This design comes from an exercise in tuning for small area on the open sky130 flow, not from production work.
RTL that was checked went through simulation tests only; none was proved equivalent to the original.
Function not checked in runs 4 and 5: the RTL went through the layout flow alone.
Power and IR drop assume default switching activity.

==> design/flow/config.mk <==
export PLATFORM = sky130hd
export DESIGN_NAME = rmii_axis_v1_0
export DESIGN_NICKNAME = rmii_axis_v1_0
export VERILOG_FILES = /design/flow/design.v
export SDC_FILE = /design/flow/constraint.sdc
export NUM_CORES = 4
export LEC_CHECK = 0
export CAP_MARGIN = 20
export CORE_MARGIN = 2
export CORE_UTILIZATION = 75
export SLEW_MARGIN = 20
==> design/flow/constraint.sdc <==
create_clock -name core_clock -period 10.0 [get_ports {aclk}]
set_input_delay 2.0000 -clock core_clock [delete_from_list [all_inputs] [get_ports {aclk}]]
set_output_delay 2.0000 -clock core_clock [all_outputs]
set_load 0.01 [all_outputs]
==> design/flow/design.v <==
`timescale 1 ns / 1 ps
module data_fifo
  #(
    parameter DEPTH = 63,
    parameter WIDTH = 8
    )
   (
    input		 clk,
    input		 srst,
    input [WIDTH-1:0]	 din,
    input		 wr_en,
    input		 rd_en,
    output [WIDTH-1:0]	 dout,
    output [5:0]	 count
    );
   localparam GROUPS = (DEPTH + 6) / 8;    
   logic [WIDTH-1:0]	 mem [0:DEPTH-1];
   logic [DEPTH-1:0]	 valid;
   logic [DEPTH-1:0]	 mv;       
   logic [DEPTH-1:0]	 leave;    
   logic [GROUPS:0]	 gleave;   
   logic [5:0]		 cnt;
   assign dout  = mem[0];
   assign count = cnt;
   always_comb begin
      logic g, p;
      gleave[0] = rd_en;
      for (int j = 0; j < GROUPS; j++) begin
	 g = 1'b0;
	 p = 1'b1;
	 for (int i = 8*j; i < 8*j+8 && i < DEPTH-1; i++) begin
	    g = (valid[i+1] & ~valid[i]) | (valid[i+1] & g);
	    p = p & valid[i+1];
	 end
	 gleave[j+1] = g | (p & gleave[j]);
      end
      for (int i = 0; i < DEPTH; i++) begin
	 if (i % 8 == 0)
	   leave[i] = gleave[i/8];
	 else
	   leave[i] = valid[i] & (~valid[i-1] | leave[i-1]);
      end
      for (int i = 0; i < DEPTH-1; i++)
	mv[i] = leave[i+1];
      mv[DEPTH-1] = wr_en;
   end
   always @(posedge clk) begin
      for (int i = 0; i < DEPTH-1; i++)
	if (mv[i])
	  mem[i] <= mem[i+1];
      if (wr_en)
	mem[DEPTH-1] <= din;
   end
   always @(posedge clk) begin
      if (srst) begin
	 valid <= '0;
	 cnt   <= '0;
      end
      else begin
	 valid <= mv | (valid & ~leave);
	 cnt   <= cnt + {5'd0, wr_en} - {5'd0, rd_en};
      end
   end
endmodule
`timescale 1ps / 1ps
module crc_gen
  (
   input [1:0]	     data_in,
   input	     crc_en,
   input	     init,
   output [31:0]     lfsr,
   input	     clk);
   logic [31:0]	     lfsr_q;
   logic [1:0]	     x;
   logic [31:0]	     lfsr_c;
   assign lfsr = lfsr_q;
   assign x = crc_en ? (data_in ^ lfsr_q[1:0]) : 2'b00;
   localparam [31:0] P0 = (32'd1<<4)|(32'd1<<7)|(32'd1<<8)|(32'd1<<14)|(32'd1<<18)|(32'd1<<19)|
			  (32'd1<<20)|(32'd1<<22)|(32'd1<<23)|(32'd1<<25)|(32'd1<<26)|(32'd1<<28)|
			  (32'd1<<29)|(32'd1<<30);
   localparam [31:0] P1 = (32'd1<<5)|(32'd1<<8)|(32'd1<<9)|(32'd1<<15)|(32'd1<<19)|(32'd1<<20)|
			  (32'd1<<21)|(32'd1<<23)|(32'd1<<24)|(32'd1<<26)|(32'd1<<27)|(32'd1<<29)|
			  (32'd1<<30)|(32'd1<<31);
   assign lfsr_c = {2'b00, lfsr_q[31:2]} ^ ({32{x[0]}} & P0) ^ ({32{x[1]}} & P1);
   always @(posedge clk) begin
      if (init)
	lfsr_q <= {32{1'b1}};
      else
	lfsr_q <= lfsr_c;
   end
endmodule
`timescale 1ns / 1ps
module eth_header_gen
  #(
    parameter [31:0] FPGA_IP = 32'hC0A80164,
    parameter [31:0] HOST_IP = 32'hC0A80165,
    parameter [15:0] FPGA_PORT = 16'h4567,
    parameter [15:0] HOST_PORT = 16'h4567,
    parameter [47:0] FPGA_MAC = 48'he86a64e7e830,
    parameter [47:0] HOST_MAC = 48'he86a64e7e829,
    parameter [15:0] HEADER_CHECKSUM = 16'h65ba
    )
   (
    input [5:0]	 payload_bytes,
    input [7:0]	 pos,
    output [1:0] dibit
    );
   localparam [335:0] HDR = {
      16'h0000,                                    
      8'd8, 8'h00,                                 
      HOST_PORT[7:0], HOST_PORT[15:8],             
      FPGA_PORT[7:0], FPGA_PORT[15:8],             
      HOST_IP[7:0], HOST_IP[15:8], HOST_IP[23:16], HOST_IP[31:24],    
      FPGA_IP[7:0], FPGA_IP[15:8], FPGA_IP[23:16], FPGA_IP[31:24],    
      HEADER_CHECKSUM[7:0], HEADER_CHECKSUM[15:8], 
      8'h11, 8'h40,                                
      16'h0000, 16'h0000,                          
      8'd28, 8'h00,                                
      8'h00, 8'h45,                                
      8'h00, 8'h08,                                
      FPGA_MAC[7:0], FPGA_MAC[15:8], FPGA_MAC[23:16], FPGA_MAC[31:24], FPGA_MAC[39:32], FPGA_MAC[47:40],
      HOST_MAC[7:0], HOST_MAC[15:8], HOST_MAC[23:16], HOST_MAC[31:24], HOST_MAC[39:32], HOST_MAC[47:40]
   };
   logic [7:0]	 ipv4_len;
   logic [7:0]	 udp_len;
   assign ipv4_len = 8'd28 + {2'b00, payload_bytes};
   assign udp_len  = 8'd8  + {2'b00, payload_bytes};
   logic [7:0]	 b;
   always_comb begin
      case (pos[7:2])
	6'd21: b = 8'hd5;
	6'd22: b = HDR[0 +: 8];  6'd23: b = HDR[8 +: 8];  6'd24: b = HDR[16 +: 8];
	6'd25: b = HDR[24 +: 8];  6'd26: b = HDR[32 +: 8];  6'd27: b = HDR[40 +: 8];
	6'd28: b = HDR[48 +: 8];  6'd29: b = HDR[56 +: 8];  6'd30: b = HDR[64 +: 8];
	6'd31: b = HDR[72 +: 8];  6'd32: b = HDR[80 +: 8]; 6'd33: b = HDR[88 +: 8];
	6'd34: b = HDR[96 +: 8]; 6'd35: b = HDR[104 +: 8]; 6'd36: b = HDR[112 +: 8];
	6'd37: b = HDR[120 +: 8]; 6'd38: b = HDR[128 +: 8]; 6'd39: b = ipv4_len;
	6'd40: b = HDR[144 +: 8]; 6'd41: b = HDR[152 +: 8]; 6'd42: b = HDR[160 +: 8];
	6'd43: b = HDR[168 +: 8]; 6'd44: b = HDR[176 +: 8]; 6'd45: b = HDR[184 +: 8];
	6'd46: b = HDR[192 +: 8]; 6'd47: b = HDR[200 +: 8]; 6'd48: b = HDR[208 +: 8];
	6'd49: b = HDR[216 +: 8]; 6'd50: b = HDR[224 +: 8]; 6'd51: b = HDR[232 +: 8];
	6'd52: b = HDR[240 +: 8]; 6'd53: b = HDR[248 +: 8]; 6'd54: b = HDR[256 +: 8];
	6'd55: b = HDR[264 +: 8]; 6'd56: b = HDR[272 +: 8]; 6'd57: b = HDR[280 +: 8];
	6'd58: b = HDR[288 +: 8]; 6'd59: b = HDR[296 +: 8]; 6'd60: b = HDR[304 +: 8];
	6'd61: b = udp_len;      6'd62: b = HDR[320 +: 8]; 6'd63: b = HDR[328 +: 8];
	default: b = 8'h55;       
      endcase
   end
   assign dibit = b[2*pos[1:0] +: 2];
endmodule
`timescale 1ns / 1ps
module packet_gen
  #(
   parameter [31:0] FPGA_IP = 32'hC0A80164,
   parameter [31:0] HOST_IP = 32'hC0A80165,
   parameter [15:0] FPGA_PORT = 16'h4567,
   parameter [15:0] HOST_PORT = 16'h4567,
   parameter [47:0] FPGA_MAC = 48'he86a64e7e830,
   parameter [47:0] HOST_MAC = 48'he86a64e7e829,
   parameter [15:0] HEADER_CHECKSUM = 16'h65ba
    )
   (
    input		CLK,
    input		RST,
    input [7:0]		S_AXIS_TDATA,
    input		S_AXIS_TVALID,
    input		S_AXIS_TLAST,
    output		S_AXIS_TREADY,
    input [11:0]	S_AXIS_TUSER,
    output logic	TX_EN,
    output logic [1:0]	TXD
    );
   logic [5:0]		n;
   assign n = S_AXIS_TUSER[5:0];
   logic		in_pkt;      
   logic [5:0]		fifo_count;
   logic		fifo_wr_en;
   logic		fifo_rd_en;
   logic [7:0]		fifo_out;
   assign S_AXIS_TREADY = in_pkt | (fifo_count <= ~n);
   assign fifo_wr_en = S_AXIS_TVALID & S_AXIS_TREADY;
   always_ff @(posedge CLK) begin
      if (RST)
	in_pkt <= 1'b0;
      else if (fifo_wr_en)
	in_pkt <= ~S_AXIS_TLAST;
   end
   data_fifo data_fifo_i
     (
      .clk(CLK),
      .srst(RST),
      .din(S_AXIS_TDATA),
      .wr_en(fifo_wr_en),
      .rd_en(fifo_rd_en),
      .dout(fifo_out),
      .count(fifo_count)
      );
   localparam [1:0] IDLE = 2'd0, HDR = 2'd1, DATA = 2'd2, TAIL = 2'd3;
   logic [1:0]		state;
   logic [7:0]		pos;
   logic [7:0]		pos_inc;
   logic		pos_last;
   logic		data_end;
   assign pos_inc  = pos + 8'd1;
   assign pos_last = &pos;
   assign data_end = (&pos[1:0]) && (pos_inc[7:2] == n);
   always_ff @(posedge CLK) begin
      if (RST)
	state <= IDLE;
      else
	case (state)
	  IDLE: if (fifo_count >= n) state <= HDR;
	  HDR:  if (pos_last) state <= DATA;
	  DATA: if (data_end) state <= TAIL;
	  TAIL: if (pos_last) state <= IDLE;
	endcase
   end
   always_ff @(posedge CLK) begin
      if (state == IDLE)
	pos <= 8'd56;
      else if (state == DATA && data_end)
	pos <= 8'd192;
      else
	pos <= pos_inc;
   end
   logic [1:0]		hdr_dibit;
   logic [7:0]		data_buffer;
   logic [31:0]		crc;
   logic		byte_load;
   logic [1:0]		tx_data;
   logic		tx_valid;
   logic		crc_en;
   logic		crc_init;
   eth_header_gen
     #(
       .FPGA_MAC(FPGA_MAC),
       .HOST_MAC(HOST_MAC),
       .FPGA_IP(FPGA_IP),
       .HOST_IP(HOST_IP),
       .FPGA_PORT(FPGA_PORT),
       .HOST_PORT(HOST_PORT),
       .HEADER_CHECKSUM(HEADER_CHECKSUM)
       )
   eth_header_gen
     (
      .payload_bytes(n),
      .pos(pos),
      .dibit(hdr_dibit)
      );
   assign byte_load = (state == HDR && pos_last) || (state == DATA && (&pos[1:0]));
   always_ff @(posedge CLK) begin
      if (byte_load)
	data_buffer <= fifo_out;
      else
	data_buffer <= {2'b00, data_buffer[7:2]};
   end
   assign fifo_rd_en = state == DATA && pos[1:0] == 2'b00;
   always_comb begin
      case (state)
	HDR:     tx_data = hdr_dibit;
	DATA:    tx_data = data_buffer[1:0];
	default: tx_data = ~crc[1:0];
      endcase
   end
   assign tx_valid = (state == HDR) || (state == DATA) || (state == TAIL && pos[5:4] == 2'b00);
   assign crc_en   = (state == DATA) || (state == HDR && pos >= 8'd88);
   assign crc_init = (state == IDLE) || (state == HDR && pos < 8'd88);
   crc_gen crc_gen_i
     (
      .clk(CLK),
      .init(crc_init),
      .data_in(tx_data),
      .crc_en(crc_en),
      .lfsr(crc)
      );
   always_ff @(posedge CLK) begin
      if (RST)
	TX_EN <= 1'b0;
      else
	TX_EN <= tx_valid;
      TXD <= tx_data;
   end
endmodule
`timescale 1 ns / 1 ps
module packet_recv
  #(
   parameter [47:0]  FPGA_MAC = 48'he86a64e7e830,
   parameter CHECK_DESTINATION = 1
    )
   (
    input [1:0]	   RXD,
    input	   RXDV,
    input	   clk,
    input	   rst,
    output	   M_AXIS_TVALID,
    output [7 : 0] M_AXIS_TDATA,
    output	   M_AXIS_TLAST
  );
   logic [2:0][1:0] rxd_z;
   logic [2:0]	    rxdv_z;
   always @(posedge clk) begin
      rxd_z[0]   <= RXD;
      rxd_z[2:1] <= rxd_z[1:0];
      if (rst)
	rxdv_z <= '0;
      else
	rxdv_z <= {rxdv_z[1:0], RXDV};
   end
   logic	    packet_start;
   logic	    packet_done;
   assign packet_start = !rxdv_z[2] && rxdv_z[1];
   assign packet_done  = rxdv_z[2] && !rxdv_z[1];
   localparam [1:0] IDLE = 2'd0, PREAMBLE_SFD = 2'd1, HEADER = 2'd2, DATA = 2'd3;
   logic [1:0]	    state;
   logic [7:0]	    cnt;
   logic	    sfd_found;
   logic	    mac_bad;
   logic [1:0]	    mac_dibit;
   logic [7:0]	    data_buffer;
   logic	    data_valid;
   logic	    data_last;
   assign sfd_found = (rxd_z[2] == 2'b11) && (&cnt[4:0]);
   always @(posedge clk) begin
      if (rst)
	state <= IDLE;
      else
	case (state)
	  IDLE:         if (packet_start) state <= PREAMBLE_SFD;
	  PREAMBLE_SFD: if (sfd_found) state <= HEADER;
	  HEADER:       if (packet_done) state <= IDLE;
			else if (cnt == 8'd167) state <= DATA;
	  DATA:         if (packet_done) state <= IDLE;
	endcase
   end
   always @(posedge clk) begin
      case (state)
	IDLE:         cnt <= '0;
	PREAMBLE_SFD: if (rxd_z[2] == 2'b01)
			cnt <= cnt + {7'd0, ~&cnt[4:0]};
		      else
			cnt <= '0;
	default:      cnt <= cnt + 8'd1;
      endcase
   end
   localparam [47:0] MAC_SEQ = {FPGA_MAC[7:0], FPGA_MAC[15:8], FPGA_MAC[23:16],
				FPGA_MAC[31:24], FPGA_MAC[39:32], FPGA_MAC[47:40]};
   assign mac_dibit = MAC_SEQ[2*cnt[4:0] +: 2];
   always @(posedge clk) begin
      if (state == PREAMBLE_SFD)
	mac_bad <= 1'b0;
      else if (state == HEADER && cnt < 8'd24 && rxd_z[2] != mac_dibit)
	mac_bad <= 1'b1;
   end
   always @(posedge clk) begin
      data_buffer <= {rxd_z[2], data_buffer[7:2]};
      if (rst) begin
	 data_valid <= 1'b0;
	 data_last  <= 1'b0;
      end
      else begin
	 data_valid <= state == DATA && (&cnt[1:0]) && (!CHECK_DESTINATION || !mac_bad);
	 data_last  <= state == DATA && packet_done;
      end
   end
   assign M_AXIS_TVALID = data_valid;
   assign M_AXIS_TDATA  = data_buffer;
   assign M_AXIS_TLAST  = data_last;
endmodule
`timescale 1 ns / 1 ps
module rmii_axis_v1_0 #
  (
   parameter [7:0]  FPGA_IP_1 = 10,
   parameter [7:0]  FPGA_IP_2 = 0,
   parameter [7:0]  FPGA_IP_3 = 0,
   parameter [7:0]  FPGA_IP_4 = 240,
   parameter [7:0]  HOST_IP_1 = 10,
   parameter [7:0]  HOST_IP_2 = 0,
   parameter [7:0]  HOST_IP_3 = 0,
   parameter [7:0]  HOST_IP_4 = 10,
   parameter [15:0] FPGA_PORT = 17767,
   parameter [15:0] HOST_PORT = 17767,
   parameter [47:0] FPGA_MAC = 48'he86a64e7e830,
   parameter [47:0] HOST_MAC = 48'he86a64e7e829,
   parameter [15:0] HEADER_CHECKSUM = 16'h65b3,
   parameter	    CHECK_DESTINATION = 1
   )
   (
    input wire		aclk,
    input wire		aresetn,
    input wire		ETH_CRSDV,
    input wire [1:0]	ETH_RXD,
    output wire		ETH_TXEN,
    output wire [1:0]	ETH_TXD,
    output wire		m00_axis_tvalid,
    output wire [7 : 0]	m00_axis_tdata,
    output wire		m00_axis_tlast,
    output wire		s00_axis_tready,
    input wire [7 : 0]	s00_axis_tdata,
    input wire		s00_axis_tlast,
    input wire [11:0]	s00_axis_tuser,
    input wire		s00_axis_tvalid
    );
   localparam		HOST_IP = {HOST_IP_1,HOST_IP_2,HOST_IP_3,HOST_IP_4};
   localparam		FPGA_IP = {FPGA_IP_1,FPGA_IP_2,FPGA_IP_3,FPGA_IP_4};
   packet_gen
     #(
       .FPGA_MAC(FPGA_MAC),
       .HOST_MAC(HOST_MAC),
       .FPGA_IP(FPGA_IP),
       .HOST_IP(HOST_IP),
       .FPGA_PORT(FPGA_PORT),
       .HOST_PORT(HOST_PORT),
       .HEADER_CHECKSUM(HEADER_CHECKSUM)
       )
   packet_gen_i
     (
      .CLK(aclk),
      .RST(~aresetn),
      .S_AXIS_TDATA(s00_axis_tdata),
      .S_AXIS_TVALID(s00_axis_tvalid),
      .S_AXIS_TLAST(s00_axis_tlast),
      .S_AXIS_TREADY(s00_axis_tready),
      .S_AXIS_TUSER(s00_axis_tuser),
      .TX_EN(ETH_TXEN),
      .TXD(ETH_TXD)
      );
   packet_recv
     #(
       .FPGA_MAC(FPGA_MAC),
       .CHECK_DESTINATION(CHECK_DESTINATION)
       )
   packet_recv_i
     (
      .clk(aclk),
      .rst(~aresetn),
      .M_AXIS_TDATA(m00_axis_tdata),
      .M_AXIS_TVALID(m00_axis_tvalid),
      .M_AXIS_TLAST(m00_axis_tlast),
      .RXDV(ETH_CRSDV),
      .RXD(ETH_RXD)
      );
endmodule
==> design/flow/flow/run.sh <==
#!/bin/bash
# The standard layout (standard.sh), with two changes to how it is made:
#  - ports are buffered with the smallest buffer instead of the default
#    clkdlybuf4s50_1 (every input and output port still gets a buffer);
#  - clock tree synthesis uses larger sink clusters of clkbuf_16 leaves and
#    no dummy loads.
# Synthesis, floorplan, power grid, tap cells, placement and routing are
# the standard flow's.  The make output goes to standard.log.
set -euo pipefail
export BUFFER_PORTS_ARGS="-buffer_cell sky130_fd_sc_hd__buf_1"
export CTS_ARGS="-sink_clustering_enable -repair_clock_nets -dont_use_dummy_load -buf_list sky130_fd_sc_hd__clkbuf_8 -sink_clustering_size 20 -sink_clustering_max_diameter 60"
bash standard.sh > standard.log 2>&1
==> design/flow/standard.sh <==
#!/bin/bash
# synth_recipe.tcl (not shown) runs the flow's synth.tcl, then flattens the netlist and writes it again
# the make line also repeats each setting of config.mk as NAME=value (left out here)
make -C /OpenROAD-flow-scripts/flow DESIGN_CONFIG=/design/flow/config.mk WORK_HOME=/design/flow/orfs CLKGATE_MAP_FILE= SYNTH_SCRIPT=/design/flow/synth_recipe.tcl "${@:-finish}"
==> notes.md, run 1 <==
sequential share of the synthesized area 0.801; Setup CP Type in2out; synthesized area 22700 um2; Setup-failing EPs final 0; Worst Reg2Reg Path Length in Cells 10; CP cell instances buf_1 > inv_1 > ha_1 > inv_1 > a21oi_1 > nor2_1 > o31ai_1 > buf_1; Bufs on Longest Clock Path 3; Crit Path Max Fanout 6; routed via count roughly 11000; worst vdd ir approximately 0.00016 V; CTS resizes 0; Clock Skews slightly above 0.06 ns; mean post-synth cell area 16.3 um2; cell class contributing the biggest share of worst-path delay buffers and inverters; RD Place Congestion between 0.8 and 0.9; maximum clock rate roughly 180 MHz; final hold vios 0; Arrival @ worst endpoint 3.53 ns; Leak ~0.008 uW; first-pass GRT wire length ~55 mm; Synth cell types between 70 and 80; Yosys warning count 6; core area a little under 30000 um2; RSZ-0062 raised after global routing false; Post-CTS Setup Inserts 0; DRT Pass-1 Iters 5; Hold-fix buffers, CTS 0; GRT Residual Overflow 0; die height 178 um; Antenna Nets Post-Route 0; Final Power ~4500 uW; final core utilization 0.798; Site Rows 63; Worst Setup SP s00_axis_tuser[4]; Starting DRT DRC Count 901; Reg2Reg Launch Point packet_gen_i.pos[0]; vias in the first global route 10600; CP max stage delay around 0.33 ns; CTS tree built; Root Buffer clkbuf_8; Max Cap Viol 0; start point of the worst min-delay path packet_recv_i.rxd_z[1]; GRT Util Overall 0.231; Num CTS Buffers 40; WHS Path Cells 0; Pins Over Slew Limit 0; CP required around 8.0 ns; commonest non-fill, non-tap cells in the layout edfxtp_1, dfxtp_1, nor2_1; Startpoint Class primary input; Slowest cell on crit path ha_1; ys async rst share 0; Hold WC Path Type reg2reg; final net count roughly 1500; largest net degree at the start of global routing 56; detailed-route DRC error count 0; H-tree Lvls 2; # IOs ~40; worst-skew pair later-pin latency roughly 0.6 ns; Starting Density 0.764; status timing/DRC/antenna clean; Die Wd approximately 180 um; Synth Flop Type edfxtp_1; HPWL Detailed ~24 mm; port bufs 34; Worst slew margin 0.289; Buf+Inv Stages, Crit Path 4; initial antenna violation count 1; clock sink count ~660; die area about 32000 um2; setup TNS 0 ns; Tmin final between 5 and 6 ns; Layout area overhead 4.46%; Post-synth EDFFs approximately 500; Vias/cell a little under 6; Worst setup EP type primary output; Post-Synthesis Cells around 1400; Final period util 0.553; Tightest Pin Transition roughly 1.1 ns; Pwr Density around 190 nW/um2; most common cell after layout, fill and taps aside edfxtp_1; Fill cells 1467; Non-Filler Instances approximately 1800; drt total wl between 30 and 40 mm; clock-pin slew on the worst setup and hold paths around 0.11 ns; instance count on the critical path 8; average wire per standard cell between 15 and 20 um; #FFs+latches synth 657; fraction of layout cells with a size suffix above 1 0.0483; syn_nets 1461; placed cell count approximately 1800
-- flip-flops by register name, indices dropped and copies added, names as in the netlist, 2 cells and up --
name	count
packet_gen_i.TXD	2
packet_gen_i.data_fifo_i.mem	504
packet_gen_i.crc_gen_i.lfsr_q	32
packet_recv_i.rxdv_z	3
packet_recv_i.cnt	8
packet_gen_i.state	2
packet_recv_i.data_buffer	8
packet_recv_i.state	2
packet_gen_i.pos	8
packet_recv_i.rxd_z	6
packet_gen_i.data_buffer	8
packet_gen_i.data_fifo_i.valid	63
packet_gen_i.data_fifo_i.cnt	6
-- synthesized netlist by cell type (22+ instances only) --
cell,count,share of area
dfxtp_1,153,0.13
nand3_1,25,0.0055
o21a_1,22,0.0073
a21oi_1,50,0.011
nand2_1,49,0.0081
nand2b_1,24,0.0066
inv_1,43,0.0071
ha_1,42,0.023
nor2_1,107,0.018
nor3_1,26,0.0057
edfxtp_1,504,0.67
o21ai_0,34,0.0075
nor2b_1,43,0.012
-- where the power goes --
part | internal, uW | switching (uW) | total, uW
combinational | 161 | 239 | 400
clock | 363 | 706 | 1070
sequential | 2960 | 44.9 | 3000
total | 3480 | 990 | 4470
-- final cells by class --
type	count	area (um2)	share of cell area
Sequential cell	657	18200	0.767
Multi-Input combinational cell	651	4170	0.176
Timing Repair Buffer	37	148	0.00622
Inverter	44	166	0.00701
Clock buffer	40	551	0.0232
Antenna cell	2	5.00	0.000211
Tap cell	390	488	0.0206
-- cell families after synthesis --
| kind of cell | Yosys count | synth area share |
|---|---|---|
| AO/OA/AOI/OAI | 184 | 0.0523 |
| XOR/XNOR | 40 | 0.0158 |
| adder cells (fa/ha/maj) | 43 | 0.0240 |
| buffers and inverters | 83 | 0.0153 |
| flip-flops | 657 | 0.801 |
| multiplexers | 9 | 0.00430 |
| AND/OR/NAND/NOR | 375 | 0.0871 |
-- routing by layer --
| metal | share of wire | global-route usage | up-vias |
|---|---|---|---|
| li1 | - | - | 5142 |
| met1 | 0.42 | 0.309 | 5281 |
| met2 | 0.51 | 0.400 | 275 |
| met3 | 0.047 | 0.0352 | 56 |
| met4 | 0.023 | 0.0697 | 0 |
| met5 | 0 | 0 | - |
-- worst paths after layout --
path | to | slack [ns]
worst max-delay path | s00_axis_tready | 4.47
worst min-delay path | packet_recv_i.rxd_z[3] | 0.29
worst max register to register | packet_gen_i.data_fifo_i.mem[61][4] | 5.98
worst min register to register | packet_recv_i.rxd_z[3] | 0.29
-- through the flow --
stage / hold WS (ns) / instance area [um2] / setup WS, ns
global placement: 0.313 / 23200 / 4.52
finish: 0.285 / 23700 / 4.47
detailed placement: 0.315 / 23200 / 4.47
CTS: 0.287 / 23700 / 4.47
floorplan: 0.310 / 22700 / 4.90
global route: 0.291 / 23700 / 4.28
==> run 2, diff against run 1 <==
--- a/design/flow/flow/run.sh
+++ b/design/flow/flow/run.sh
@@ -2,7 +2,7 @@
 # The standard layout (standard.sh), with two changes to how it is made:
 #  - ports are buffered with the smallest buffer instead of the default
 #    clkdlybuf4s50_1 (every input and output port still gets a buffer);
-#  - clock tree synthesis uses larger sink clusters of clkbuf_16 leaves and
+#  - clock tree synthesis uses larger sink clusters of clkbuf_8 leaves and
 #    no dummy loads.
 # Synthesis, floorplan, power grid, tap cells, placement and routing are
 # the standard flow's.  The make output goes to standard.log.
--- a/design/flow/config.mk
+++ b/design/flow/config.mk
@@ -7,5 +7,5 @@
 export LEC_CHECK = 0
 export CAP_MARGIN = 20
 export CORE_MARGIN = 2
-export CORE_UTILIZATION = 75
+export CORE_UTILIZATION = 65
 export SLEW_MARGIN = 20
==> run 2 against run 1 <==
  * Synthesized cell count unchanged
  * Die area up 15%
  * Design area up 0.30%
  * Flip-flop and latch count unchanged
  * Maximum frequency down 0.50%
  * Sequential power about the same
  * Combinational power down 2%
  * Non-clock buffer count down 1
==> notes.md, run 2 <==
drt total wl 31.7 mm (was 35.6 mm); Vias/cell 5.52 (was 5.91); Clock Skews 0.0385 ns (was 0.0604 ns); routed via count 10400 (was 10800); Final Power 4460 uW (was 4470 uW); Synth Flop Type edfxtp_1 (unchanged); R2R Setup Slk 5.98 ns (about the same); Arrival @ worst endpoint 3.56 ns (was 3.53 ns); CP cell instances buf_1 > inv_1 > ha_1 > inv_1 > a21oi_1 > nor2_1 > o31ai_1 > buf_1 (unchanged); DP Area 23200 um2 (about the same); mux cell area share after synthesis 0.00430 (unchanged); fraction of layout cells with a size suffix above 1 0.0476 (was 0.0483); Worst setup EP type primary output (unchanged); post-synth top area cell edfxtp_1 (unchanged); biggest regs packet_gen_i.data_fifo_i.mem: 504 flops, packet_gen_i.data_fifo_i.valid: 63 flops, packet_gen_i.crc_gen_i.lfsr_q: 32 flops (unchanged); Largest Register packet_gen_i.data_fifo_i.mem (unchanged); Die Wd 191 um (was 178 um); Bufs on Longest Clock Path 3 (unchanged); Antenna Cells 0 (was 2); Hold WC Path Type reg2reg (unchanged); RSZ-0062 raised after global routing false (unchanged); Yosys warning count 6 (unchanged); Leak 0.00779 uW (about the same); Largest register FFs 504 (unchanged); Tightest Pin Transition 0.902 ns (was 1.06 ns); Setup CP Type in2out (unchanged); largest net degree at the start of global routing 56 (unchanged); Max Cap Viol 0 (unchanged); commonest non-fill, non-tap cells in the layout edfxtp_1, dfxtp_1, nor2_1 (unchanged); H-tree Lvls 2 (unchanged); CTS tree built (unchanged); setup TNS 0 ns (unchanged); Worst Hold End packet_recv_i.rxd_z[4] (was packet_recv_i.rxd_z[3]); GRT Util Overall 0.180 (was 0.231); Worst R2R End packet_gen_i.data_fifo_i.mem[61][7] (was packet_gen_i.data_fifo_i.mem[61][4]); RD Place Congestion 0.829 (was 0.833); Antenna Nets Post-Route 0 (unchanged); Root Buffer clkbuf_8 (unchanged); port bufs 34 (unchanged); synth top area cells edfxtp_1, dfxtp_1, ha_1 (unchanged); post-synthesis xor/xnor area fraction 0.0158 (unchanged); Worst slew margin 0.399 (was 0.289); Post-CTS Setup Inserts 0 (unchanged); Compound-Gate Fraction of Synth Area 0.0523 (unchanged); Post-Synthesis Cells 1391 (unchanged); synth cell count leaders edfxtp_1, dfxtp_1, nor2_1 (unchanged); Starting DRT DRC Count 692 (was 901); largest family of logic cells by synthesized area simple AND/OR/NAND/NOR gates (unchanged); GRT Residual Overflow 0 (unchanged); Synth Area in Simple Gates 0.0871 (unchanged); Starting Density 0.659 (was 0.764); syn_nets 1461 (unchanged); most common cell after layout, fill and taps aside edfxtp_1 (unchanged); initial antenna violation count 0 (was 1); CTS resizes 0 (unchanged); #FFs+latches synth 657 (unchanged); detailed-route DRC error count 0 (unchanged); die area 36500 um2 (was 31700 um2); ys async rst share 0 (unchanged); worst vdd ir 0.000153 V (was 0.000156 V); Startpoint Class primary input (unchanged); Setup-failing EPs final 0 (unchanged); fin area 23800 um2 (was 23700 um2); Synth Area in Adders 0.0240 (unchanged); clock sink count 657 (unchanged); # IOs 41 (unchanged); start point of the worst min-delay path packet_recv_i.rxd_z[2] (was packet_recv_i.rxd_z[1]); synthesized area 22700 um2 (unchanged); DRT Pass-1 Iters 5 (unchanged); vias in the first global route 10100 (was 10600); Site Rows 68 (was 63); status timing/DRC/antenna clean (unchanged); Pins Over Slew Limit 0 (unchanged); Layout area overhead 4.78% (was 4.46%); average wire per standard cell 16.8 um (was 19.6 um); maximum clock rate 180 MHz (was 181 MHz); CP max stage delay 0.34 ns (was 0.33 ns); worst-skew pair later-pin latency 0.59 ns (about the same); sequential share of the synthesized area 0.801 (unchanged); final net count 1500 (was 1501); Pwr Density 187 nW/um2 (was 188 nW/um2); die height 191 um (was 178 um); Final period util 0.556 (was 0.553); Hold-fix buffers, CTS 0 (unchanged); Fill cells 2320 (was 1467); WHS Path Cells 0 (unchanged); Crit Path Max Fanout 6 (unchanged); Num CTS Buffers 40 (unchanged); final hold vios 0 (unchanged); Post-synth EDFFs 504 (unchanged); clock-pin slew on the worst setup and hold paths 0.12 ns (was 0.11 ns); mean post-synth cell area 16.3 um2 (unchanged); most common cell in the netlist edfxtp_1 (unchanged); Synth top area share 0.666 (unchanged); Reg2Reg Launch Point packet_gen_i.pos[0] (unchanged); core area 34500 um2 (was 29700 um2); CP required 8.00 ns (about the same); HPWL Detailed 20.8 mm (was 24.2 mm); Tmin final 5.56 ns (was 5.53 ns); Worst Reg2Reg Path Length in Cells 10 (unchanged); first-pass GRT wire length 51.3 mm (was 55.0 mm); Synth cell types 71 (unchanged); Slowest cell on crit path o31ai_1 (was ha_1)
-- run 2: layer usage --
metal,up-vias,wire length [um],GRT usage
met2,146,15100,0.293
li1,5142,-,-
met5,-,0,0
met1,5075,14900,0.257
met4,0,464,0.0456
met3,37,1290,0.0308
-- run 2: area by class of cell --
class                      instances  area [um2]  area share
sequential                       657       18200       0.765
multi-input combinational        651        4170       0.175
tap                              455         569      0.0239
clock buffer                      40         551      0.0231
inverter                          44         166     0.00699
timing repair buffer              36         143     0.00599
-- run 2: worst max-delay path by stage --
stage,from,end,slack (ns),depth (start not counted)
final,s00_axis_tuser[4],s00_axis_tready,4.44,8
after global routing,s00_axis_tuser[4],s00_axis_tready,4.20,8
after CTS,s00_axis_tuser[4],s00_axis_tready,4.41,8
after detailed placement,s00_axis_tuser[4],s00_axis_tready,4.41,8
after global placement,s00_axis_tuser[4],s00_axis_tready,4.44,8
after floorplan,s00_axis_tuser[1],s00_axis_tready,4.90,7
-- run 2: per-stage QoR --
| stage | hold WS, ns | worst slack [ns] | instances | utilization |
|---|---|---|---|---|
| 2_1_floorplan | 0.310 | 4.90 | 1391 | - |
| 3_3_place_gp | 0.316 | 4.44 | 1843 | 0.675 |
| 3_5_place_dp | 0.312 | 4.41 | 1843 | 0.675 |
| 4_1_cts | 0.293 | 4.41 | 1883 | 0.691 |
| 5_1_grt | 0.292 | 4.20 | 1883 | 0.691 |
| 6_report | 0.292 | 4.44 | 1883 | 0.691 |
-- run 2: kinds of logic after synthesis --
kind of cell               count (synthesis)
DFF                                      657
and+or+nand+nor                          375
AOI/OAI and AO/OA                        184
buffers and inverters                     83
adders and majority gates                 43
xor gates and xnor gates                  40
muxes                                      9
-- run 2: power breakdown --
part | switching, uW | total (uW) | internal, uW
clock network | 701 | 1060 | 363
logic | 232 | 393 | 161
registers | 41.8 | 3000 | 2960
-- run 2: critical path: cells and delay by family --
kind                       cells  cell delay [ns]
buffers and inverters          4             0.70
AOI/OAI and AO/OA              2             0.46
adders and majority gates      1             0.33
and+or+nand+nor                1             0.05
==> run 3, diff against run 2 <==
--- a/design/flow/flow/run.sh
+++ b/design/flow/flow/run.sh
@@ -8,5 +8,5 @@
 # the standard flow's.  The make output goes to standard.log.
 set -euo pipefail
 export BUFFER_PORTS_ARGS="-buffer_cell sky130_fd_sc_hd__buf_1"
-export CTS_ARGS="-sink_clustering_enable -repair_clock_nets -dont_use_dummy_load -buf_list sky130_fd_sc_hd__clkbuf_8 -sink_clustering_size 20 -sink_clustering_max_diameter 60"
+export CTS_ARGS="-sink_clustering_enable -repair_clock_nets -dont_use_dummy_load -buf_list sky130_fd_sc_hd__clkbuf_8 -sink_clustering_size 18 -sink_clustering_max_diameter 50"
 bash standard.sh > standard.log 2>&1
==> run 3 against run 2 <==
  * Sequential power about the same
  * Count of clock-buffer cells in the layout rose by 7
  * Combinational power barely moved
  * Still clean
  * Synthesized area is the same
  * Maximum frequency down 0.24%
  * Worst setup slack worse by 0.014 ns
  * Flip-flop and latch count is the same
  * Critical endpoint unchanged
  * Routed wire length up 0.84%
  * Non-clock buffer count is the same
  * Utilization increased by 0.28 points
  * Via count increased by 1.3%
==> notes.md, run 3 <==
Post-Place Worst Slack 4.41 ns (unchanged); post-synth top area cell edfxtp_1 (unchanged); Post-CTS Setup Inserts 0 (unchanged); sequential share of the synthesized area 0.801 (unchanged); Layout area overhead 5.20% (was 4.78%); placed cell count 1843 (unchanged); ys async rst share 0 (unchanged); Compound-Gate Fraction of Synth Area 0.0523 (unchanged); Clock Skews 0.0506 ns (was 0.0385 ns); Tightest Pin Transition 0.896 ns (was 0.902 ns); final hold vios 0 (unchanged); Pwr Density 190 nW/um2 (was 187 nW/um2); Setup CP Type in2out (unchanged); Setup-failing EPs final 0 (unchanged); HPWL Detailed 20.8 mm (unchanged); Hold-fix buffers, CTS 0 (unchanged); post-synthesis xor/xnor area fraction 0.0158 (unchanged); synth top area cells edfxtp_1, dfxtp_1, ha_1 (unchanged); CTS tree built (unchanged); fraction of layout cells with a size suffix above 1 0.0523 (was 0.0476); Worst slew margin 0.402 (was 0.399); RD Place Congestion 0.829 (unchanged); Tmin final 5.57 ns (was 5.56 ns); Synth Area in Adders 0.0240 (unchanged); most common cell in the netlist edfxtp_1 (unchanged); largest net degree at the start of global routing 56 (unchanged); setup TNS 0 ns (unchanged); Worst setup EP type primary output (unchanged); first-pass GRT wire length 51.6 mm (was 51.3 mm); Post-synth EDFFs 504 (unchanged); Synth top area share 0.666 (unchanged); detailed-route DRC error count 0 (unchanged); Die Wd 191 um (unchanged); DRT Pass-1 Iters 5 (unchanged); Crit Path Max Fanout 6 (unchanged); Post-Synthesis Cells 1391 (unchanged); synthesized area 22700 um2 (unchanged); biggest regs packet_gen_i.data_fifo_i.mem: 504 flops, packet_gen_i.data_fifo_i.valid: 63 flops, packet_gen_i.crc_gen_i.lfsr_q: 32 flops (unchanged); maximum clock rate 179 MHz (was 180 MHz); # IOs 41 (unchanged); Starting Density 0.659 (unchanged); most common cell after layout, fill and taps aside edfxtp_1 (unchanged); GRT Residual Overflow 0 (unchanged); Fill cells 2315 (was 2320); status timing/DRC/antenna clean (unchanged); Max Cap Viol 0 (unchanged); worst vdd ir 0.000145 V (was 0.000153 V); mux cell area share after synthesis 0.00430 (unchanged); clock sink count 657 (unchanged); Starting DRT DRC Count 696 (was 692); Yosys warning count 6 (unchanged); clock-pin slew on the worst setup and hold paths 0.06 ns (was 0.12 ns); CP required 8.00 ns (about the same); average wire per standard cell 16.9 um (was 16.8 um); Bufs on Longest Clock Path 3 (unchanged); routed via count 10500 (was 10400); port bufs 34 (unchanged); Num CTS Buffers 47 (was 40); H-tree Lvls 2 (unchanged); commonest non-fill, non-tap cells in the layout edfxtp_1, dfxtp_1, nor2_1 (unchanged); Leak 0.00784 uW (was 0.00779 uW); drt total wl 32.0 mm (was 31.7 mm); Vias/cell 5.57 (was 5.52); Synth Area in Simple Gates 0.0871 (unchanged); die area 36500 um2 (unchanged); core area 34500 um2 (unchanged); Root Buffer clkbuf_8 (unchanged); final net count 1507 (was 1500); #FFs+latches synth 657 (unchanged); die height 191 um (unchanged); Non-Filler Instances 1890 (was 1883); Final period util 0.557 (was 0.556); Final WS setup 4.43 ns (was 4.44 ns); CTS resizes 0 (unchanged); Largest Register packet_gen_i.data_fifo_i.mem (unchanged); Antenna Cells 0 (unchanged); RSZ-0062 raised after global routing false (unchanged); Site Rows 68 (unchanged); GRT Util Overall 0.183 (was 0.180); Pins Over Slew Limit 0 (unchanged); Synth cell types 71 (unchanged); Antenna Nets Post-Route 0 (unchanged); mean post-synth cell area 16.3 um2 (unchanged); initial antenna violation count 0 (unchanged); synth cell count leaders edfxtp_1, dfxtp_1, nor2_1 (unchanged); vias in the first global route 10200 (was 10100); Largest register FFs 504 (unchanged); Synth Flop Type edfxtp_1 (unchanged); syn_nets 1461 (unchanged); Hold WC Path Type reg2reg (unchanged); Arrival @ worst endpoint 3.57 ns (was 3.56 ns); largest family of logic cells by synthesized area simple AND/OR/NAND/NOR gates (unchanged); worst-skew pair later-pin latency 0.63 ns (was 0.59 ns); Startpoint Class primary input (unchanged)
run 3: metrics by stage:
step            util  total power, uW  area [um2]  hold slack, ns
6_report       0.693             4540       23900           0.328
5_1_grt        0.693             4740       23900           0.341
4_1_cts        0.693             4600       23900           0.328
3_5_place_dp   0.675             3460       23200           0.312
3_3_place_gp   0.675             3440       23200           0.316
2_1_floorplan      -             3360       22700           0.310
run 3: cell type report:
cell class              count  area, um2  share of cell area
flip-flops and latches    657      18200               0.762
repair buffers             36        143             0.00597
clock buffers              47        647              0.0271
well taps                 455        569              0.0238
multi-input cells         651       4170               0.175
inverters                  44        166             0.00696
run 3: power by group:
part	internal [uW]	leakage [uW]	switching, uW
Clock	422	0.000338	721
Sequential	2960	0.00578	41.9
Combinational	161	0.00172	232
Total	3540	0.00784	995
run 3: worst max-delay path, cell delays in order:
cell and delay, ns:
buf_1 0.31, inv_1 0.17, ha_1 0.33, inv_1 0.05
a21oi_1 0.12, nor2_1 0.05, o31ai_1 0.34, buf_1 0.19
run 3: final timing paths:
kind | slack, ns | cells past startpoint | to | startpoint
worst min-delay path | 0.33 | 0 | packet_recv_i.rxd_z[5] | packet_recv_i.rxd_z[3]
worst max-delay path | 4.43 | 8 | s00_axis_tready | s00_axis_tuser[4]
worst max register to register | 6.03 | 10 | packet_gen_i.data_fifo_i.mem[61][3] | packet_gen_i.pos[0]
worst min register to register | 0.33 | 0 | packet_recv_i.rxd_z[5] | packet_recv_i.rxd_z[3]
run 3: cells by family (layout without fill, tap and decap cells):
kind of cell,count (synthesis),after routing
flip-flops,657,657
AND/OR/NAND/NOR,375,375
AO/OA/AOI/OAI,184,184
buffers and inverters,83,127
adder cells (fa/ha/maj),43,43
XOR/XNOR,40,40
multiplexers,9,9
run 3: layer usage:
| metal | wire length (um) | up-vias | global-route usage |
|---|---|---|---|
| met1 | 15100 | 5160 | 0.258 |
| met5 | 0 | - | 0 |
| met4 | 618 | 0 | 0.0516 |
| li1 | - | 5155 | - |
| met2 | 14900 | 169 | 0.291 |
| met3 | 1360 | 49 | 0.0398 |
==> run 4, diff against run 3 <==
--- a/design/flow/design.v
+++ b/design/flow/design.v
@@ -67,14 +67,14 @@
   (
    input [1:0]	     data_in,
    input	     crc_en,
-   input	     init,
+   input [1:0]	     seed,
    output [31:0]     lfsr,
    input	     clk);
    logic [31:0]	     lfsr_q;
    logic [1:0]	     x;
    logic [31:0]	     lfsr_c;
    assign lfsr = lfsr_q;
-   assign x = crc_en ? (data_in ^ lfsr_q[1:0]) : 2'b00;
+   assign x = crc_en ? (data_in ^ lfsr_q[1:0]) : seed;
    localparam [31:0] P0 = (32'd1<<4)|(32'd1<<7)|(32'd1<<8)|(32'd1<<14)|(32'd1<<18)|(32'd1<<19)|
 			  (32'd1<<20)|(32'd1<<22)|(32'd1<<23)|(32'd1<<25)|(32'd1<<26)|(32'd1<<28)|
 			  (32'd1<<29)|(32'd1<<30);
@@ -83,10 +83,7 @@
 			  (32'd1<<30)|(32'd1<<31);
    assign lfsr_c = {2'b00, lfsr_q[31:2]} ^ ({32{x[0]}} & P0) ^ ({32{x[1]}} & P1);
    always @(posedge clk) begin
-      if (init)
-	lfsr_q <= {32{1'b1}};
-      else
-	lfsr_q <= lfsr_c;
+      lfsr_q <= lfsr_c;
    end
 endmodule
 `timescale 1ns / 1ps
@@ -224,13 +221,12 @@
 	pos <= pos_inc;
    end
    logic [1:0]		hdr_dibit;
-   logic [7:0]		data_buffer;
+   logic [5:0]		data_buffer;
    logic [31:0]		crc;
-   logic		byte_load;
    logic [1:0]		tx_data;
    logic		tx_valid;
    logic		crc_en;
-   logic		crc_init;
+   logic [1:0]		crc_seed;
    eth_header_gen
      #(
        .FPGA_MAC(FPGA_MAC),
@@ -247,28 +243,49 @@
       .pos(pos),
       .dibit(hdr_dibit)
       );
-   assign byte_load = (state == HDR && pos_last) || (state == DATA && (&pos[1:0]));
    always_ff @(posedge CLK) begin
-      if (byte_load)
-	data_buffer <= fifo_out;
+      if (fifo_rd_en)
+	data_buffer <= fifo_out[7:2];
       else
-	data_buffer <= {2'b00, data_buffer[7:2]};
+	data_buffer <= {2'b00, data_buffer[5:2]};
    end
    assign fifo_rd_en = state == DATA && pos[1:0] == 2'b00;
    always_comb begin
       case (state)
 	HDR:     tx_data = hdr_dibit;
-	DATA:    tx_data = data_buffer[1:0];
+	DATA:    tx_data = pos[1:0] == 2'b00 ? fifo_out[1:0] : data_buffer[1:0];
 	default: tx_data = ~crc[1:0];
       endcase
    end
    assign tx_valid = (state == HDR) || (state == DATA) || (state == TAIL && pos[5:4] == 2'b00);
    assign crc_en   = (state == DATA) || (state == HDR && pos >= 8'd88);
-   assign crc_init = (state == IDLE) || (state == HDR && pos < 8'd88);
+   logic [1:0]		crc_seed_t;
+   always_comb begin
+      case (pos[4:0])
+	5'd8: crc_seed_t = 2'd2;
+	5'd9: crc_seed_t = 2'd0;
+	5'd10: crc_seed_t = 2'd2;
+	5'd11: crc_seed_t = 2'd3;
+	5'd12: crc_seed_t = 2'd1;
+	5'd13: crc_seed_t = 2'd0;
+	5'd14: crc_seed_t = 2'd0;
+	5'd15: crc_seed_t = 2'd3;
+	5'd16: crc_seed_t = 2'd0;
+	5'd17: crc_seed_t = 2'd0;
+	5'd18: crc_seed_t = 2'd1;
+	5'd19: crc_seed_t = 2'd2;
+	5'd20: crc_seed_t = 2'd1;
+	5'd21: crc_seed_t = 2'd2;
+	5'd22: crc_seed_t = 2'd1;
+	5'd23: crc_seed_t = 2'd2;
+	default: crc_seed_t = 2'd0;
+      endcase
+   end
+   assign crc_seed = pos[7:5] == 3'b010 ? crc_seed_t : 2'b00;
    crc_gen crc_gen_i
      (
       .clk(CLK),
-      .init(crc_init),
+      .seed(crc_seed),
       .data_in(tx_data),
       .crc_en(crc_en),
       .lfsr(crc)
@@ -332,14 +349,16 @@
 	  DATA:         if (packet_done) state <= IDLE;
 	endcase
    end
+   logic [7:0]	    cnt_inc;
+   assign cnt_inc = cnt + 8'd1;
    always @(posedge clk) begin
       case (state)
 	IDLE:         cnt <= '0;
 	PREAMBLE_SFD: if (rxd_z[2] == 2'b01)
-			cnt <= cnt + {7'd0, ~&cnt[4:0]};
+			cnt <= cnt_inc | {3'b000, {5{&cnt[4:0]}}};
 		      else
 			cnt <= '0;
-	default:      cnt <= cnt + 8'd1;
+	default:      cnt <= cnt_inc;
       endcase
    end
    localparam [47:0] MAC_SEQ = {FPGA_MAC[7:0], FPGA_MAC[15:8], FPGA_MAC[23:16],
==> run 4 against run 3 <==
  * Maximum frequency decreased by 1.6%
  * Sequential power increased by 2%
  * Worst hold slack got worse by 0.0094 ns
  * Synthesized area increased by 0.31%
  * Clock power about the same
  * Via count is 4.5% lower
  * Global-route usage shrank 0.84 points
  * Clock skew is 0.030 ns higher
  * Largest power group unchanged
  * Non-clock buffer count increased by 6
  * Final cell count down 4.2%
  * Count of clock-buffer cells in the layout decreased by 1
==> notes.md, run 4 <==
Starting Density 0.660 (was 0.659); global routing usage on met3 0.0299 (was 0.0398); CP cell instances buf_1 > inv_1 > ha_1 > nor3_1 > a211oi_1 > a311o_1 > buf_1 (was buf_1 > inv_1 > ha_1 > inv_1 > a21oi_1 > nor2_1 > o31ai_1 > buf_1); commonest non-fill, non-tap cells in the layout edfxtp_1, dfxtp_1, nor2b_1 (was edfxtp_1, dfxtp_1, nor2_1); grt met2 use 0.283 (was 0.291); Post-synth EDFFs 504 (unchanged); Worst Reg2Reg Path Length in Cells 10 (unchanged); initial antenna violation count 0 (unchanged); first-pass GRT wire length 49.2 mm (was 51.6 mm); vias in the first global route 9912 (was 10200); Tmin final 5.67 ns (was 5.57 ns); Clock power frac 0.247 (was 0.252); H-tree Lvls 2 (unchanged); Largest register FFs 504 (unchanged); Num CTS Buffers 46 (was 47); Hold-fix buffers, CTS 0 (unchanged); Worst setup EP type primary output (unchanged); RD Place Congestion 0.820 (was 0.829); Max Cap Viol 0 (unchanged); die area 36600 um2 (was 36500 um2); Synth cell types 86 (was 71); largest net degree at the start of global routing 82 (was 56); Tightest Pin Transition 1.05 ns (was 0.896 ns); # IOs 41 (unchanged); sequential share of the synthesized area 0.797 (was 0.801); GRT Residual Overflow 0 (unchanged); status timing/DRC/antenna clean (unchanged); worst vdd ir 0.000141 V (was 0.000145 V); Crit Path Max Fanout 5 (was 6); CTS resizes 0 (unchanged); Psw 974 uW (was 995 uW); R2R Setup Slk 6.06 ns (was 6.03 ns); post-synthesis xor/xnor area fraction 0.0254 (was 0.0158); final core utilization 0.692 (was 0.693); Slowest cell on crit path a311o_1 (was o31ai_1); Buf+Inv Stages, Crit Path 3 (was 4); Post-CTS Setup Inserts 0 (unchanged); syn_nets 1375 (was 1461); Yosys warning count 6 (unchanged); most common cell in the netlist edfxtp_1 (unchanged); Worst slew margin 0.294 (was 0.402); post-synth top area cell edfxtp_1 (unchanged); biggest regs packet_gen_i.data_fifo_i.mem: 504 flops, packet_gen_i.data_fifo_i.valid: 63 flops, packet_gen_i.crc_gen_i.lfsr_q: 32 flops (unchanged); CTS tree built (unchanged); GRT Util Overall 0.174 (was 0.183); busiest grt layer met2 (unchanged); Setup-failing EPs final 0 (unchanged); Arrival @ worst endpoint 3.67 ns (was 3.57 ns); Worst R2R End packet_gen_i.data_fifo_i.mem[59][4] (was packet_gen_i.data_fifo_i.mem[61][3]); setup TNS 0 ns (unchanged); Pins Over Slew Limit 0 (unchanged); Site Rows 68 (unchanged); worst-skew pair later-pin latency 0.63 ns (about the same); Antenna Cells 0 (unchanged); Post-Synthesis Cells 1305 (was 1391); Bufs on Longest Clock Path 3 (unchanged); RSZ-0062 raised after global routing false (unchanged); Reg2Reg Launch Point packet_gen_i.pos[1] (was packet_gen_i.pos[0]); average wire per standard cell 17.2 um (was 16.9 um); Antenna Nets Post-Route 0 (unchanged); Worst Setup SP s00_axis_tuser[4] (unchanged); GR Util met1 0.238 (was 0.258); clock-pin slew on the worst setup and hold paths 0.09 ns (was 0.06 ns); Pwr Density 191 nW/um2 (was 190 nW/um2); Comb pwr share 0.088 (was 0.087); cell repeated most along the worst path buf_1; Layout area overhead 4.98% (was 5.20%); final net count 1428 (was 1507); Synth top area share 0.664 (was 0.666); Synth Flop Type edfxtp_1 (unchanged); cell class contributing the biggest share of worst-path delay buffers and inverters (unchanged); synth top area cells edfxtp_1, dfxtp_1, ha_1 (unchanged); HPWL Detailed 20.3 mm (was 20.8 mm); #FFs+latches synth 655 (was 657); largest family of logic cells by synthesized area simple AND/OR/NAND/NOR gates (unchanged); CP max stage delay 0.36 ns (was 0.34 ns); drt total wl 31.1 mm (was 32.0 mm); routed via count 10100 (was 10500); fraction of layout cells with a size suffix above 1 0.0627 (was 0.0523); Starting DRT DRC Count 610 (was 696); Largest Register packet_gen_i.data_fifo_i.mem (unchanged); final hold vios 0 (unchanged); Vias/cell 5.55 (was 5.57); Synth Area in Adders 0.0239 (was 0.0240); instance count on the critical path 7 (was 8); DRT Pass-1 Iters 4 (was 5); ys async rst share 0 (unchanged); detailed-route DRC error count 0 (unchanged); maximum clock rate 176 MHz (was 179 MHz); Final Power 4580 uW (was 4540 uW); Die Wd 191 um (about the same); most common cell after layout, fill and taps aside edfxtp_1 (unchanged); Root Buffer clkbuf_8 (unchanged); Int Pwr 3610 uW (was 3540 uW); Final period util 0.567 (was 0.557); core area 34500 um2 (about the same); Sw Share 0.213 (was 0.219); Setup CP Type in2out (unchanged); start point of the worst min-delay path packet_gen_i.crc_gen_i.lfsr_q[3] (was packet_recv_i.rxd_z[3]); Startpoint Class primary input (unchanged); Worst Setup EP s00_axis_tready (unchanged); Seq pwr share 0.665 (was 0.661); synth cell count leaders edfxtp_1, dfxtp_1, nor2b_1 (was edfxtp_1, dfxtp_1, nor2_1); clock sink count 655 (was 657); mean post-synth cell area 17.5 um2 (was 16.3 um2); port bufs 34 (unchanged); Leak 0.00803 uW (was 0.00784 uW); Compound-Gate Fraction of Synth Area 0.0610 (was 0.0523); die height 191 um (about the same); CP required 8.00 ns (about the same); mux cell area share after synthesis 0.00428 (was 0.00430); Synth Area in Simple Gates 0.0708 (was 0.0871); Clock Skews 0.0808 ns (was 0.0506 ns); Hold WC Path Type reg2reg (unchanged); synthesized area 22800 um2 (was 22700 um2)
[run 4: cell families after synthesis]
family                     after synthesis
adders and majority gates               43
DFF                                    655
AOI/OAI and AO/OA                      190
and+or+nand+nor                        283
buffers and inverters                   76
xor gates and xnor gates                49
muxes                                    9
[run 4: area by class of cell]
cell class,instances,area (um2)
inverters,39,146
fillers,2294,10600
flip-flops and latches,655,18200
multi-input cells,574,4230
well taps,455,569
repair buffers,42,186
clock buffers,46,633
[run 4: worst register-to-register path: cells and delay by family, from the launching register on]
| family | cells | cell delay, ns |
|---|---|---|
| flip-flops | 1 | 0.57 |
| AO/OA/AOI/OAI | 2 | 0.58 |
| adder cells (fa/ha/maj) | 1 | 0.33 |
| buffers and inverters | 1 | 0.15 |
| AND/OR/NAND/NOR | 6 | 1.97 |
[run 4: how the worst min path moves through the flow]
stage                                        end  slack (ns)  depth (start not counted)
2_1_floorplan   packet_gen_i.crc_gen_i.lfsr_q[0]        0.31                          0
4_1_cts        packet_gen_i.crc_gen_i.lfsr_q[17]        0.32                          0
3_5_place_dp   packet_gen_i.crc_gen_i.lfsr_q[13]        0.31                          0
3_3_place_gp   packet_gen_i.crc_gen_i.lfsr_q[10]        0.31                          0
6_report        packet_gen_i.crc_gen_i.lfsr_q[1]        0.32                          0
5_1_grt        packet_gen_i.crc_gen_i.lfsr_q[17]        0.33                          0
[run 4: power by group through the flow]
stage / clock network (uW) / registers [uW] / logic, uW
floorplan: 0 / 3100 / 327
global placement: 0 / 3110 / 392
detailed placement: 0 / 3110 / 405
CTS: 1190 / 3050 / 407
global route: 1270 / 3060 / 450
finish: 1130 / 3050 / 403
[run 4: per-stage QoR]
stage	worst slack, ns	std cells	cell area (um2)	hold WS [ns]
after floorplan	4.73	1305	22800	0.310
after global placement	4.31	1764	23300	0.310
after detailed placement	4.31	1765	23300	0.312
after CTS	4.31	1811	23900	0.318
after global routing	4.23	1811	23900	0.327
final	4.33	1811	23900	0.318
[run 4: routing by layer]
layer | vias to the layer above | wire (um)
met2 | 149 | 14600
met4 | 0 | 820
li1 | 4909 | -
met3 | 55 | 1090
met1 | 4941 | 14500
met5 | - | 0
==> run 5, diff against run 4 <==
--- a/design/flow/flow/run.sh
+++ b/design/flow/flow/run.sh
@@ -8,5 +8,5 @@
 # the standard flow's.  The make output goes to standard.log.
 set -euo pipefail
 export BUFFER_PORTS_ARGS="-buffer_cell sky130_fd_sc_hd__buf_1"
-export CTS_ARGS="-sink_clustering_enable -repair_clock_nets -dont_use_dummy_load -buf_list sky130_fd_sc_hd__clkbuf_8 -sink_clustering_size 18 -sink_clustering_max_diameter 50"
+export CTS_ARGS="-sink_clustering_enable -repair_clock_nets -dont_use_dummy_load -buf_list sky130_fd_sc_hd__clkbuf_8 -sink_clustering_size 20 -sink_clustering_max_diameter 60"
 bash standard.sh > standard.log 2>&1
==> run 5 against run 4 <==
  * Still clean on timing, DRC and antenna
  * Sequential share of layout area is 0.18 points higher
  * Worst hold slack gained 0.016 ns
  * Via count is 0.22% lower
  * Maximum frequency is essentially flat
  * Non-clock buffer count stayed put
  * Combinational power hardly changed
  * Clock power decreased by 4%
  * Total power fell by 1.1%
  * Sequential power is essentially flat
  * Utilization decreased by 0.16 points
  * Worst setup slack got worse by 0.0018 ns
  * Global-route usage shrank 0.19 points
  * Critical endpoint unchanged
  * Highest routed layer unchanged
==> notes.md, run 5 <==
sequential share of the synthesized area 0.797 (unchanged); most common cell in the netlist edfxtp_1 (unchanged); fin area 23900 um2 (about the same); Final period util 0.567 (about the same); setup TNS 0 ns (unchanged); Site Rows 68 (unchanged); Clock Skews 0.0671 ns (was 0.0808 ns); H-tree Lvls 2 (unchanged); Max Cap Viol 0 (unchanged); Tmin final 5.67 ns (about the same); maximum clock rate 176 MHz (about the same); Synth cell types 86 (unchanged); syn_nets 1375 (unchanged); RSZ-0062 raised after global routing false (unchanged); Bufs on Longest Clock Path 3 (unchanged); Worst Reg2Reg Path Length in Cells 10 (unchanged); HPWL Detailed 20.3 mm (unchanged); mean post-synth cell area 17.5 um2 (unchanged); synth top area cells edfxtp_1, dfxtp_1, ha_1 (unchanged); Worst slew margin 0.256 (was 0.294); Worst setup EP type primary output (unchanged); Starting Density 0.660 (unchanged); Crit Path Max Fanout 5 (unchanged); Post-Synthesis Cells 1305 (unchanged); Post-synth EDFFs 504 (unchanged); detailed-route DRC error count 0 (unchanged); Antenna Cells 0 (unchanged); DP Area 23300 um2 (unchanged); start point of the worst min-delay path packet_recv_i.data_buffer[2] (was packet_gen_i.crc_gen_i.lfsr_q[3]); Starting DRT DRC Count 544 (was 610); Root Buffer clkbuf_8 (unchanged); Synth Flop Type edfxtp_1 (unchanged); CTS tree built (unchanged); first-pass GRT wire length 49.1 mm (was 49.2 mm); worst-skew pair later-pin latency 0.59 ns (was 0.63 ns); final net count 1424 (was 1428); DRT Pass-1 Iters 5 (was 4); port bufs 34 (unchanged); Pwr Density 190 nW/um2 (was 191 nW/um2); CTS resizes 0 (unchanged); average wire per standard cell 17.1 um (was 17.2 um); GRT Util Overall 0.172 (was 0.174); R2R Setup Slk 6.04 ns (was 6.06 ns); initial antenna violation count 0 (unchanged); WHS Path Cells 0 (unchanged); Arrival @ worst endpoint 3.67 ns (about the same); biggest regs packet_gen_i.data_fifo_i.mem: 504 flops, packet_gen_i.data_fifo_i.valid: 63 flops, packet_gen_i.crc_gen_i.lfsr_q: 32 flops (unchanged); Leak 0.00801 uW (was 0.00803 uW); most common cell after layout, fill and taps aside edfxtp_1 (unchanged); post-synth top area cell edfxtp_1 (unchanged); Startpoint Class primary input (unchanged); vias in the first global route 9872 (was 9912); Vias/cell 5.55 (about the same); fraction of layout cells with a size suffix above 1 0.0599 (was 0.0627); Hold-fix buffers, CTS 0 (unchanged); Setup CP Type in2out (unchanged); die area 36600 um2 (unchanged); Pins Over Slew Limit 0 (unchanged); commonest non-fill, non-tap cells in the layout edfxtp_1, dfxtp_1, nor2b_1 (unchanged); clock sink count 655 (unchanged); GR Util met1 0.238 (about the same); CP cell instances buf_1 > inv_1 > ha_1 > nor3_1 > a211oi_1 > a311o_1 > buf_1 (unchanged); GRT Residual Overflow 0 (unchanged); Tightest Pin Transition 1.11 ns (was 1.05 ns); Setup-failing EPs final 0 (unchanged); Hold WC Path Type reg2reg (unchanged); CP max stage delay 0.36 ns (about the same); CP required 8.00 ns (about the same); busiest grt layer met2 (unchanged); die height 191 um (unchanged); synth cell count leaders edfxtp_1, dfxtp_1, nor2b_1 (unchanged); Slowest cell on crit path a311o_1 (unchanged); grt met2 use 0.284 (was 0.283); Die Wd 191 um (unchanged); RD Place Congestion 0.820 (unchanged); # IOs 41 (unchanged); clock-pin slew on the worst setup and hold paths 0.11 ns (was 0.09 ns); routed via count 10000 (was 10100); Synth top area share 0.664 (unchanged); Antenna Nets Post-Route 0 (unchanged); Worst Hold End packet_recv_i.data_buffer[0] (was packet_gen_i.crc_gen_i.lfsr_q[1]); status timing/DRC/antenna clean (unchanged); Layout area overhead 4.73% (was 4.98%); synthesized area 22800 um2 (unchanged); largest net degree at the start of global routing 82 (unchanged); ys async rst share 0 (unchanged); Num CTS Buffers 42 (was 46); Reg2Reg Launch Point packet_gen_i.pos[1] (unchanged); #FFs+latches synth 655 (unchanged); global routing usage on met3 0.0292 (was 0.0299); Largest register FFs 504 (unchanged); drt total wl 30.9 mm (was 31.1 mm); Fill cells 2289 (was 2294); Worst R2R End packet_gen_i.data_fifo_i.mem[59][4] (unchanged); Post-CTS Setup Inserts 0 (unchanged); Largest Register packet_gen_i.data_fifo_i.mem (unchanged); cell repeated most along the worst path buf_1 (unchanged); Yosys warning count 6 (unchanged); core area 34500 um2 (unchanged); final hold vios 0 (unchanged); worst vdd ir 0.000162 V (was 0.000141 V)
==> run 5: cell counts after synthesis <==
No cell type changed its count.
==> run 5: worst max-delay path by stage <==
stage	start	end	slack, ns	cells past startpoint
detailed placement	s00_axis_tuser[4]	s00_axis_tready	4.31	7
global route	s00_axis_tuser[4]	s00_axis_tready	4.23	7
global placement	s00_axis_tuser[4]	s00_axis_tready	4.31	7
finish	s00_axis_tuser[4]	s00_axis_tready	4.33	7
floorplan	s00_axis_tuser[5]	s00_axis_tready	4.73	6
CTS	s00_axis_tuser[4]	s00_axis_tready	4.31	7
==> run 5: cells by family (layout without fill, tap and decap cells) <==
| group | Yosys count | in the layout | share of synthesized area |
|---|---|---|---|
| AO/OA/AOI/OAI | 190 | 190 | 0.0610 |
| XOR/XNOR | 49 | 49 | 0.0254 |
| adder cells (fa/ha/maj) | 43 | 43 | 0.0239 |
| buffers and inverters | 76 | 123 | 0.0176 |
| flip-flops | 655 | 655 | 0.797 |
| multiplexers | 9 | 9 | 0.00428 |
| AND/OR/NAND/NOR | 283 | 283 | 0.0708 |
==> run 5: routing by layer <==
metal,share of wire,vias up
li1,-,4895
met1,0.46,4918
met2,0.47,166
met3,0.039,53
met4,0.024,0
met5,0,-
==> run 5: stage by stage <==
step / power (uW) / hold slack (ns) / utilization / instances / setup WS (ns)
after CTS: 4590 / 0.336 / 0.691 / 1807 / 4.31
after floorplan: 3420 / 0.310 / - / 1305 / 4.73
after global routing: 4730 / 0.340 / 0.691 / 1807 / 4.23
after global placement: 3500 / 0.310 / 0.674 / 1764 / 4.31
final: 4530 / 0.334 / 0.691 / 1807 / 4.33
after detailed placement: 3510 / 0.312 / 0.674 / 1765 / 4.31
==> run 5: cell type report <==
cell class,instances,area (um2),share of cell area
Clock buffer,42,578,0.0242
Tap cell,455,569,0.0239
Multi-Input combinational cell,574,4230,0.177
Timing Repair Buffer,42,186,0.00781
Sequential cell,655,18200,0.761
Inverter,39,146,0.00613
==> run 5: power by group <==
group / total [uW] / internal [uW] / switching, uW
Combinational: 403 / 194 / 209
Sequential: 3050 / 3000 / 48.4
Clock: 1080 / 379 / 700
Total: 4530 / 3570 / 957
==> run 5: worst max-delay path: cells and delay by family <==
family                   cells  cell delay, ns
adder cells (fa/ha/maj)      1            0.35
buffers and inverters        3            0.56
AND/OR/NAND/NOR              1            0.27
AO/OA/AOI/OAI                2            0.48

==> separate check: timing with driven ports <==
No port has a modelled driver above. Below, the same layouts with a new extraction and two added sets of constraints.
Step 1 (the two cells are an assumption about what drives the block):
set clk [get_ports {aclk}]
set_driving_cell -lib_cell sky130_fd_sc_hd__clkbuf_16 $clk
set_driving_cell -lib_cell sky130_fd_sc_hd__buf_2 [delete_from_list [all_inputs] $clk]
Step 2 moves the port delays by t, midway between the first and last clock arrival at a register: inputs arrive t later, outputs are due t later. That takes back most of the time a late clock gives input paths.
Slacks: ideal / step 1 / step 2; pairs: ideal / step 1.
| run | shift t [ns] | setup WS [ns] | worst setup path at the end | slew at the worst register clock pin (ns) | pins driven straight from the clock port |
|---|---|---|---|---|---|
| run 1 | 0.607 | 4.467 / 4.438 / 4.438 | input to output | 0.11 / 0.11 | 1 |
| run 2 | 0.619 | 4.440 / 4.413 / 4.413 | input to output | 0.12 / 0.12 | 1 |
| run 3 | 0.649 | 4.426 / 4.399 / 4.399 | input to output | 0.10 / 0.10 | 1 |
| run 4 | 0.641 | 4.333 / 4.308 / 4.308 | input to output | 0.10 / 0.10 | 1 |
| run 5 | 0.602 | 4.331 / 4.306 / 4.306 | input to output | 0.11 / 0.11 | 1 |
After both steps every run listed still meets setup and hold. For run 1, which loses most, drivers alone change the setup slack by -0.029 ns; drivers and shift together by -0.029 ns.
